Source: an optimization exercise on an open RTL-to-GDS flow (aim: small area and a short achievable clock period). Production flows keep margins and buffers that such runs may drop.
At most, simulation tests tie the RTL to the original design; equivalence was not proved.
Power is estimated from default activity; no workload was simulated.

==> flow/design.v (excerpt) <==
module complex(clk, a0, a1, b0, b1, im, re);
  input clk;
  input [7:0] a0, a1, b0, b1;
  output reg [15:0] im, re;
  wire [15:0] re_d, im_d;
  wire rs1;
  wire rc2;
  wire rs3;
  wire rc4;
  wire rs5;
  wire rc6;
  wire rs7;
  wire rc8;
  wire rs9;
  wire rc10;
  wire rs11;
  wire rc12;
  wire rs13;
  wire rc14;
  wire rs15;
  wire rc16;
  wire rs17;
  wire rc18;
  wire rs19;
  wire rc20;
  wire rs21;
  wire rc22;
  wire rs23;
  wire rc24;
  wire rs25;
  wire rc26;
  wire rs27;
  wire rc28;
  wire rs29;
  wire rc30;
  wire rs31;
  wire rc32;
  wire rs33;
  wire rc34;
  wire rs35;
  wire rc36;
  wire rs37;
  wire rc38;
  wire rs39;
  wire rc40;
  wire rs41;
  wire rc42;
  wire rs43;
  wire rc44;
  wire rs45;
  wire rc46;
  wire rs47;
  wire rc48;
  wire rs49;
  wire rc50;
  wire rs51;
  wire rc52;
  wire rs53;
  wire rc54;
  wire rs55;
  wire rc56;
  wire rs57;
  wire rc58;
  wire rs59;
  wire rc60;
  wire rs61;
  wire rc62;
  wire rs63;
  wire rc64;
  wire rn65;
  wire rs66;
  wire rc67;
  wire rs68;
  wire rc69;
  wire rs70;
  wire rc71;
  wire rs72;
  wire rc73;
  wire rs74;
  wire rc75;
  wire rs76;
  wire rc77;
  wire rs78;
  wire rc79;
  wire rs80;
  wire rc81;
  wire rs82;
  wire rc83;
  wire rs84;
  wire rc85;
  wire rs86;
  wire rc87;
  wire rs88;
  wire rc89;
  wire rs90;
  wire rc91;
  wire rs92;
  wire rc93;
  wire rs94;
  wire rc95;
  wire rs96;
  wire rc97;
  wire rs98;
  ...
Size in the first run: about 32 flip-flops, ~65 I/O pins, roughly 7400 um^2 of cells after synthesis.
Settings: LEC_CHECK=0, CAP_MARGIN=20, CORE_MARGIN=2, CORE_UTILIZATION=40, PLACE_DENSITY=0.6, SETUP_SLACK_MARGIN=3.5, SLEW_MARGIN=20, SYNTH_HIERARCHICAL=1; clock period 10.0 ns.
standard.sh (not shown) runs the stock make flow with config.mk's settings and CLKGATE_MAP_FILE= SYNTH_SCRIPT=/design/flow/synth_recipe.tcl, a recipe that flattens the netlist after the stock synthesis.
==> flow/flow/run.sh <==
#!/bin/bash
set -o pipefail
export BUFFER_PORTS_ARGS="-buffer_cell sky130_fd_sc_hd__buf_1"
cp standard.sh standard_sh.txt 2>/dev/null
bash standard.sh > standard.log 2>&1
The baseline ran to the end with no violations.
Change:
==> flow/run.sh (new file) <==
#!/bin/bash
# synth_recipe.tcl (not shown) runs the flow's synth.tcl, then flattens the netlist and writes it again
# the make line also repeats each setting of config.mk as NAME=value (left out here)
make -C /OpenROAD-flow-scripts/flow DESIGN_CONFIG=/design/flow/config.mk WORK_HOME=/design/flow/orfs CLKGATE_MAP_FILE= SYNTH_SCRIPT=/design/flow/synth_recipe.tcl finish
--- a/flow/config.mk
+++ b/flow/config.mk
@@ -11,3 +11,3 @@
 export PLACE_DENSITY = 0.6
-export SETUP_SLACK_MARGIN = 3.5
+export SETUP_SLACK_MARGIN = 4.2
 export SLEW_MARGIN = 20
removed: flow/flow/run.sh
removed: flow/standard.sh
Final area went up by roughly a tenth.
Wire length grows by roughly a tenth.
Hold slack is worse by 0.11 ns.
Worst setup slack improved by 0.52 ns.
Area after synthesis is unchanged.
Via count rises by a few percent.
No functional check of the RTL was part of any run of this note.

========
Setup of v27:
complex, a different RTL version from the one above (not shown whole).
Size: about 720 cells after synthesis, roughly 32 flip-flops, roughly 65 I/O pins, roughly 7400 um2 of cells after synthesis.
clock: 10.0 ns
lec_check: 0
cap_margin: 20
core_margin: 2
core_utilization: 40.0
place_density: 0.5
setup_slack_margin: 4.3
slew_margin: 20
synth_hierarchical: 1
tns_end_percent: 0.0
==> flow/flow/run.sh <==
#!/bin/bash
set -o pipefail
export BUFFER_PORTS_ARGS="-buffer_cell sky130_fd_sc_hd__buf_1"
export CTS_ARGS="-sink_clustering_enable -sink_clustering_size 32 -sink_clustering_max_diameter 200 -buf_list sky130_fd_sc_hd__clkbuf_8 -dont_use_dummy_load -repair_clock_nets"
cp standard.sh standard_sh.txt 2>/dev/null
bash standard.sh > standard.log 2>&1
Every stage of the flow completed for v27, and the final layout passed the timing, DRC and antenna checks.
Here is what was changed in the inputs of v36 compared with v27.
- changing SETUP_SLACK_MARGIN from 4.3 to 4.4
- setting CTS_CLUSTER_DIAMETER to 200 for the first time
- changing PLACE_DENSITY from 0.5 to 0.6
- setting CTS_BUF_LIST to sky130_fd_sc_hd__clkbuf_8 for the first time
- changing CORE_UTILIZATION from 40.0 to 40
- removing TNS_END_PERCENT (formerly 0.0)
- setting CTS_CLUSTER_SIZE to 32 for the first time
==> flow/flow/run.sh <==
#!/bin/bash
set -o pipefail
export BUFFER_PORTS_ARGS="-buffer_cell sky130_fd_sc_hd__buf_1"
cp standard.sh standard_sh.txt 2>/dev/null
bash standard.sh > standard.log 2>&1
==> comparison <==
- Launching instance or port of the critical path = b0[4]: v36; launching instance or port of the critical path = b0[3]: v27
- In the reports for v36 and v27, the smaller number of optimization iterations in the first detailed-route pass belongs to v36.
- In the reports for v36 and v27, the larger non-clock buffer count belongs to v36.
- The higher placement-stage cell area of v36 and v27 is in v36.
Here is what was changed in the inputs of v59 compared with v36.
- changing SETUP_SLACK_MARGIN from 4.4 to 5.0
--- outcome ---
Compared with v36, v59 shows a higher final cell utilization of the core.
Combinational fraction of design power for v59: 1.1 points up relative to v36
When v59 is measured against v36, its first-iteration detailed-routing DRC count turns out about 50% higher.
The final reports for v59 and v36 show post-route cell area higher in the former.
## Diff of input files: v49 against v59
- swapping 5.0 for 4.0 in SETUP_SLACK_MARGIN
## What came out
Final hold slack: v49 higher than v59. Comparing v59 and v49, routed length per placed instance is higher on v59. Between v59 and v49, the detailed-route vias per instance is lower for v49. Number of clock buffers in the layout in v49 vs v59: down 1. Final cell count: v49 < v59. Relative to v59, total area of multi-input combinational cells has decreased by about 5.5% in v49. Between v49 and v59, it is v49 whose share of the cycle needed by the critical path after routing is higher, by 2.8 points. In v49 the share of cell area taken by flip-flops and latches turned out 0.98 points higher than in v59. Comparing v59 and v49, the higher overall routed net length was measured on v59.
### v49 -> v48
- CTS_CLUSTER_SIZE removed (was 32)
- TNS_END_PERCENT newly set to 0.0
- SETUP_SLACK_MARGIN changed from 4.0 to 4.5
- CTS_CLUSTER_DIAMETER removed (was 200)
- CTS_BUF_LIST removed (was sky130_fd_sc_hd__clkbuf_8)
==> flow/flow/run.sh <==
#!/bin/bash
set -o pipefail
export BUFFER_PORTS_ARGS="-buffer_cell sky130_fd_sc_hd__buf_1"
export CTS_ARGS="-sink_clustering_enable -sink_clustering_size 32 -sink_clustering_max_diameter 200 -buf_list sky130_fd_sc_hd__clkbuf_8 -dont_use_dummy_load -repair_clock_nets"
cp standard.sh standard_sh.txt 2>/dev/null
bash standard.sh > standard.log 2>&1
Notes after the runs:
No run among v49 and v48 stopped early or left any final violation; all are clean. The launching instance or port of the critical path comes out a1[7] in one run and b1[4] in the other, namely in v48 and v49 respectively. According to the power report, total power for v48 is higher than for v49. The setup slack of v48 is larger than that of v49. Delta (v48 minus v49): total of plain and repair buffers excluding clock buffers picked up an extra 18; combinational cell fraction of total power picked up an extra 3.0 points; wire length picked up an extra about 4.5%; global-route usage neither gained nor lost much. Highest achievable clock rate went up by a few percent going from v49 to v48. Cmp v49 and v48 / net switching power figure / higher: v48.
Modified inputs, v41 compared to v48
- changing SETUP_SLACK_MARGIN from 4.5 to 4.3
Findings:
- The setup slack of v41 is smaller than that of v48.
- Measured against v41, the net switching power of the design of v48 comes out at 1.06 times the reference value.
- The detailed-route vias per instance in v41 sits 0.045 below the value recorded for v48.
- Sort v48 and v41 by first-pass GRT wire length, ascending, and v41 comes first.
- Compared with v48, in v41 iteration-0 DRC count of the detailed router moved down; fmax moved down; transition time at the pin with the least slew margin moved down.
- Looking at final area across both flows, v41 is the stronger of the two, with v48 trailing.
- For clock buffer instance count of the final layout, v48 and v41 come out practically identical.

========
Starting RTL as in the previous note.
clock: 10.0 ns
lec_check: 0
cap_margin: 20
core_margin: 2
core_utilization: 40.0
place_density: 0.6
setup_slack_margin: 4.35
slew_margin: 20
synth_hierarchical: 1
tns_end_percent: 0.0
==> flow/flow/run.sh <==
#!/bin/bash
set -o pipefail
export BUFFER_PORTS_ARGS="-buffer_cell sky130_fd_sc_hd__buf_1"
export CTS_ARGS="-sink_clustering_enable -sink_clustering_size 32 -sink_clustering_max_diameter 200 -buf_list sky130_fd_sc_hd__clkbuf_8 -dont_use_dummy_load -repair_clock_nets"
cp standard.sh standard_sh.txt 2>/dev/null
bash standard.sh > standard.log 2>&1
==> next run, changes <==
==> flow/flow/run.sh (replaced) <==
#!/bin/bash
set -o pipefail
export BUFFER_PORTS_ARGS="-buffer_cell sky130_fd_sc_hd__buf_1"
cp standard.sh standard_sh.txt 2>/dev/null
bash standard.sh > standard.log 2>&1
- CORE_UTILIZATION: 40.0 -> 40
- CTS_BUF_LIST: default -> sky130_fd_sc_hd__clkbuf_8
- CTS_CLUSTER_DIAMETER: default -> 200
- CTS_CLUSTER_SIZE: default -> 32
- SETUP_SLACK_MARGIN: 4.35 -> 4.7
- TNS_END_PERCENT: 0.0 -> default
Result: Cell area rose by 9.7%. Sequential share of layout area fell by 0.71 points. Setup slack degrades by 18 ps.
==> next run, changes <==
- SETUP_SLACK_MARGIN: 4.7 -> 4.2
Result:
- clock-buffer cell count stays the same
- combinational power went down by about a fifth
- utilization is lower by 4.9 points
- global-route usage goes down by 1.7 points
- non-clock buffer count fell by 33
- setup slack is worse by 160 ps
==> next run, changes <==
==> flow/flow/run.sh (replaced) <==
#!/bin/bash
set -o pipefail
export BUFFER_PORTS_ARGS="-buffer_cell sky130_fd_sc_hd__buf_1"
export CTS_ARGS="-sink_clustering_enable -sink_clustering_size 32 -sink_clustering_max_diameter 200 -buf_list sky130_fd_sc_hd__clkbuf_8 -dont_use_dummy_load -repair_clock_nets"
cp standard.sh standard_sh.txt 2>/dev/null
bash standard.sh > standard.log 2>&1
- CORE_UTILIZATION: 40 -> 50.0
- CTS_BUF_LIST: sky130_fd_sc_hd__clkbuf_8 -> default
- CTS_CLUSTER_DIAMETER: 200 -> default
- CTS_CLUSTER_SIZE: 32 -> default
- PLACE_DENSITY: 0.6 -> 0.65
- SETUP_SLACK_MARGIN: 4.2 -> 4.3
- TNS_END_PERCENT: default -> 0.0
Combinational power went up by roughly a tenth.
Utilization went up by 11 points.
Non-clock buffer count is unchanged.

========
Setup of north:
complex with an RTL version that a note above also has.
For scale: ~730 cells after synthesis.
Settings: LEC_CHECK=0, CAP_MARGIN=20, CORE_MARGIN=2, CORE_UTILIZATION=40, PLACE_DENSITY=0.6, SETUP_SLACK_MARGIN=3.5, SLEW_MARGIN=20, SYNTH_HIERARCHICAL=1; clock period 10.0 ns.
run.sh (not shown) runs the stock make flow with config.mk's settings and CLKGATE_MAP_FILE= SYNTH_SCRIPT=/design/flow/synth_recipe.tcl, a recipe that flattens the netlist after the stock synthesis.
Stock flow here: none of the scripts above is used.
--- input diff north..south ---
-- flow/config.mk --
<<< north, line 10
export CORE_UTILIZATION = 40
export PLACE_DENSITY = 0.6
export SETUP_SLACK_MARGIN = 3.5
export SLEW_MARGIN = 20
export SYNTH_HIERARCHICAL = 1
>>> south, line 10
export CORE_UTILIZATION = 40
export PLACE_DENSITY = 0.6
export SLEW_MARGIN = 20
export SYNTH_HIERARCHICAL = 1
## What came out
Between north and south, the flow reports routed wire length on met2 increasing slightly.
Number of buffers added on ports came out exactly the same in south and north.
Reported for south and north, count of mapped cells out of synthesis turned out identical to the last digit.
Measured against each other, south and north differ in number of resized instances in the post-cts repair step, the higher figure coming from north.
Relative to north, the count of placed standard cells in the final layout, fillers left out of south is lower by 3.
Fraction of met2 tracks used by global routing, south and north: larger value in south
When the final numbers for south and north were put side by side, the first-iteration DRC count turned out to be greater in south.
Diff south..north | number of levels the H-tree was split into | negligible
Looking at layout overhead on the synthesized area, south sits 1.4 points above north.
Against north, final non-filler cell area in south came out worse.
Compared with north, south shows a global-route wire length before repair that is about 0.5% lower.
### south -> east
-- flow/config.mk --
<<< south, line 10
export CORE_UTILIZATION = 40
export PLACE_DENSITY = 0.6
export SLEW_MARGIN = 20
export SYNTH_HIERARCHICAL = 1
>>> east, line 10
export CORE_UTILIZATION = 40
export PLACE_DENSITY = 0.6
export SETUP_SLACK_MARGIN = 3.8
export SLEW_MARGIN = 20
export SYNTH_HIERARCHICAL = 1
[summary]
On buffers plus inverters on the worst setup path: east sits above south.
Taking south as the reference, in east global-route usage over all layers flat; instance area after placement up 41 um2.
Of east and south, the lower overall routed net length belongs to south.
Power after layout in east vs south: up 5.8%
## Diff of input files: west against east
-- flow/config.mk --
<<< east, line 10
export CORE_UTILIZATION = 40
export PLACE_DENSITY = 0.6
export SETUP_SLACK_MARGIN = 3.8
export SLEW_MARGIN = 20
export SYNTH_HIERARCHICAL = 1
>>> west, line 10
export CORE_UTILIZATION = 40
export PLACE_DENSITY = 0.6
export SETUP_SLACK_MARGIN = 5.0
export SLEW_MARGIN = 20
export SYNTH_HIERARCHICAL = 1
## What came out
west against east: power share of the sequential group shrank by 2.5 points; proportion of cell area spent on the clock network down 0.35 points; via count of the first global-routing pass now sits higher.
Changes observed in west relative to east: number of setup buffers added after CTS has increased; wire length moved up.
No run of this note included a check of the RTL's function; only the layout flow was run.

========
== P ==
RTL: one of the versions met above, not the one the previous note started from.
Size in the first run: about 720 cells after synthesis, ~32 flip-flops, about 65 I/O pins.
==> flow/config.mk <==
export PLATFORM = sky130hd
export DESIGN_NAME = complex
export DESIGN_NICKNAME = complex
export VERILOG_FILES = /design/flow/design.v
export SDC_FILE = /design/flow/constraint.sdc
export NUM_CORES = 4
export LEC_CHECK = 0
export CAP_MARGIN = 20
export CORE_MARGIN = 2
export CORE_UTILIZATION = 40
export CTS_BUF_LIST = sky130_fd_sc_hd__clkbuf_8
export CTS_CLUSTER_DIAMETER = 200
export CTS_CLUSTER_SIZE = 32
export PLACE_DENSITY = 0.6
export SETUP_SLACK_MARGIN = 4.4
export SLEW_MARGIN = 20
export SYNTH_HIERARCHICAL = 1
export TNS_END_PERCENT = 20
==> flow/constraint.sdc <==
create_clock -name core_clock -period 10.0 [get_ports {clk}]
set_input_delay 2.0000 -clock core_clock [delete_from_list [all_inputs] [get_ports {clk}]]
set_output_delay 2.0000 -clock core_clock [all_outputs]
set_load 0.01 [all_outputs]
standard.sh (not shown) runs the stock make flow with config.mk's settings and CLKGATE_MAP_FILE= SYNTH_SCRIPT=/design/flow/synth_recipe.tcl, a recipe that flattens the netlist after the stock synthesis.
==> flow/flow/run.sh <==
#!/bin/bash
set -o pipefail
export BUFFER_PORTS_ARGS="-buffer_cell sky130_fd_sc_hd__buf_1"
cp standard.sh standard_sh.txt 2>/dev/null
bash standard.sh > standard.log 2>&1
P completed; timing, DRC and antenna clean
Inputs modified between P and Q:
Settings: swapping 40 for 40.0 in CORE_UTILIZATION; swapping 0.6 for 0.7 in PLACE_DENSITY; clearing CTS_BUF_LIST, which used to be sky130_fd_sc_hd__clkbuf_8; clearing CTS_CLUSTER_SIZE, which used to be 32; clearing CTS_CLUSTER_DIAMETER, which used to be 200; swapping 20 for 0.0 in TNS_END_PERCENT; swapping 4.4 for 4.3 in SETUP_SLACK_MARGIN.
diff --git a/flow/flow/run.sh b/flow/flow/run.sh
--- a/flow/flow/run.sh
+++ b/flow/flow/run.sh
@@ -3,0 +4 @@
+export CTS_ARGS="-sink_clustering_enable -sink_clustering_size 32 -sink_clustering_max_diameter 200 -buf_list sky130_fd_sc_hd__clkbuf_8 -dont_use_dummy_load -repair_clock_nets"
### Flow results
In terms of final cell area excluding filler cells, P and Q differ only marginally. re[14] as the worst setup path endpoint was reported by Q, and re[12] by P. Delta (Q minus P): maximum VDD drop rose by 0.064 mV; total of clock buffers placed in the layout fell by 1; final critical-path share of the clock period rose by 1.1 points.
Input-level comparison between R and Q:
Settings: swapping 0.7 for 0.6 in PLACE_DENSITY; swapping 40.0 for 40 in CORE_UTILIZATION; swapping 4.3 for 4.2 in SETUP_SLACK_MARGIN.
- R finished all stages; the layout is clean.
- First-pass GRT wire length, R vs Q: down slightly
- Summary of the comparison: stage delay of the slowest cell on the critical path is lower in R, relative to Q.
- Between Q and R, the flow reports number of DRC markers after the initial detailed-route iteration decreasing by a little under 10%.
- Of Q and R, Q shows the lower fill cell total of the finished layout, with R above it.
- R vs. Q: layout buffering overhead excluding clock cells went down by 2.3 points.
- The total power after layout in R sits about 6% below the value recorded for Q.
- Compared with Q, in R global router's overall resource usage saw little to no change, met2 routing resource usage after global routing saw a decrease.
Edits applied to the flow inputs when going from R to S:
Settings: CORE_UTILIZATION now 60, was 40; PLACE_DENSITY now 0.75, was 0.6; CTS_CLUSTER_DIAMETER now 200, previously not set; CTS_BUF_LIST now sky130_fd_sc_hd__clkbuf_8, previously not set; SETUP_SLACK_MARGIN now 4.0, was 4.2; CTS_CLUSTER_SIZE now 32, previously not set; TNS_END_PERCENT no longer set, was 0.0.
==> flow/flow/run.sh <==
#!/bin/bash
set -o pipefail
export BUFFER_PORTS_ARGS="-buffer_cell sky130_fd_sc_hd__buf_1"
cp standard.sh standard_sh.txt 2>/dev/null
bash standard.sh > standard.log 2>&1
--- outcome ---
S did not stop at any stage, and its layout met the timing, DRC and antenna checks.
The proportion of power drawn by flip-flops and latches was comparable across S and R.
S vs. R: detailed-route via count rose by 132, number of well-tap cells placed lost 82, clock power grew by about 40%, number of standard cells in the layout, taps in and fillers out has decreased.
Total power divided by cell area sits higher in S than in R.
S ended with less combinational share of power than R.
Delta (S minus R): flip-flop and latch share of the layout cell area went up by 0.23 points, net switching power went up by about 1.3%, final-layout non-clock buffer area share went down by 1.2 points.

static timing again, ports no longer ideal:
No port has a modelled driver above. Below, the same layouts with a new extraction and two added sets of constraints.
Step 1 sets driving cells, clkbuf_16 on the clock port and buf_2 on the other inputs (assumed; they add their load-dependent delay and slew).
Step 2 also shifts input and output timing later by t, the mid clock arrival at the registers, as if the neighbouring blocks saw the same clock.
a / b / c = no drivers / after step 1 / after step 2; a / b = the first two.
| run | t (ns) | slack for setup (ns) | cell pins on the clock port's net |
|---|---|---|---|
| the first run of note 1 | 0.332 | 3.643 / 3.665 / 3.333 | 1 |
| the second run of note 1 | 0.336 | 4.166 / 4.162 / 3.826 | 1 |
| v27 | 0.342 | 4.393 / 4.404 / 4.063 | 1 |
| v36 | 0.341 | 4.476 / 4.476 / 4.135 | 1 |
| v59 | 0.351 | 4.490 / 4.463 / 4.112 | 1 |
| v49 | 0.352 | 4.212 / 4.213 / 3.861 | 1 |
| v48 | 0.339 | 4.525 / 4.497 / 4.158 | 1 |
| v41 | 0.338 | 4.432 / 4.434 / 4.096 | 1 |
| the first run of note 3 | 0.340 | 4.480 / 4.481 / 4.141 | 1 |
| the second run of note 3 | 0.343 | 4.461 / 4.435 / 4.092 | 1 |
| the third run of note 3 | 0.343 | 4.301 / 4.309 / 3.966 | 1 |
| the fourth run of note 3 | 0.335 | 4.411 / 4.407 / 4.072 | 1 |
| north | 0.333 | 3.715 / 3.735 / 3.402 | 1 |
| south | 0.330 | 2.922 / 2.935 / 2.605 | 1 |
| east | 0.329 | 3.915 / 3.916 / 3.587 | 1 |
| west | 0.330 | 4.146 / 4.135 / 3.806 | 1 |
| P | 0.351 | 4.467 / 4.475 / 4.124 | 1 |
| Q | 0.337 | 4.357 / 4.338 / 4.001 | 1 |
| R | 0.336 | 4.313 / 4.319 / 3.983 | 1 |
| S | 0.351 | 4.083 / 4.094 / 3.743 | 1 |
After both steps setup and hold are still met in every run listed. The setup slack of v59, which loses most, moves by -0.027 ns with the drivers and by -0.378 ns with both steps.
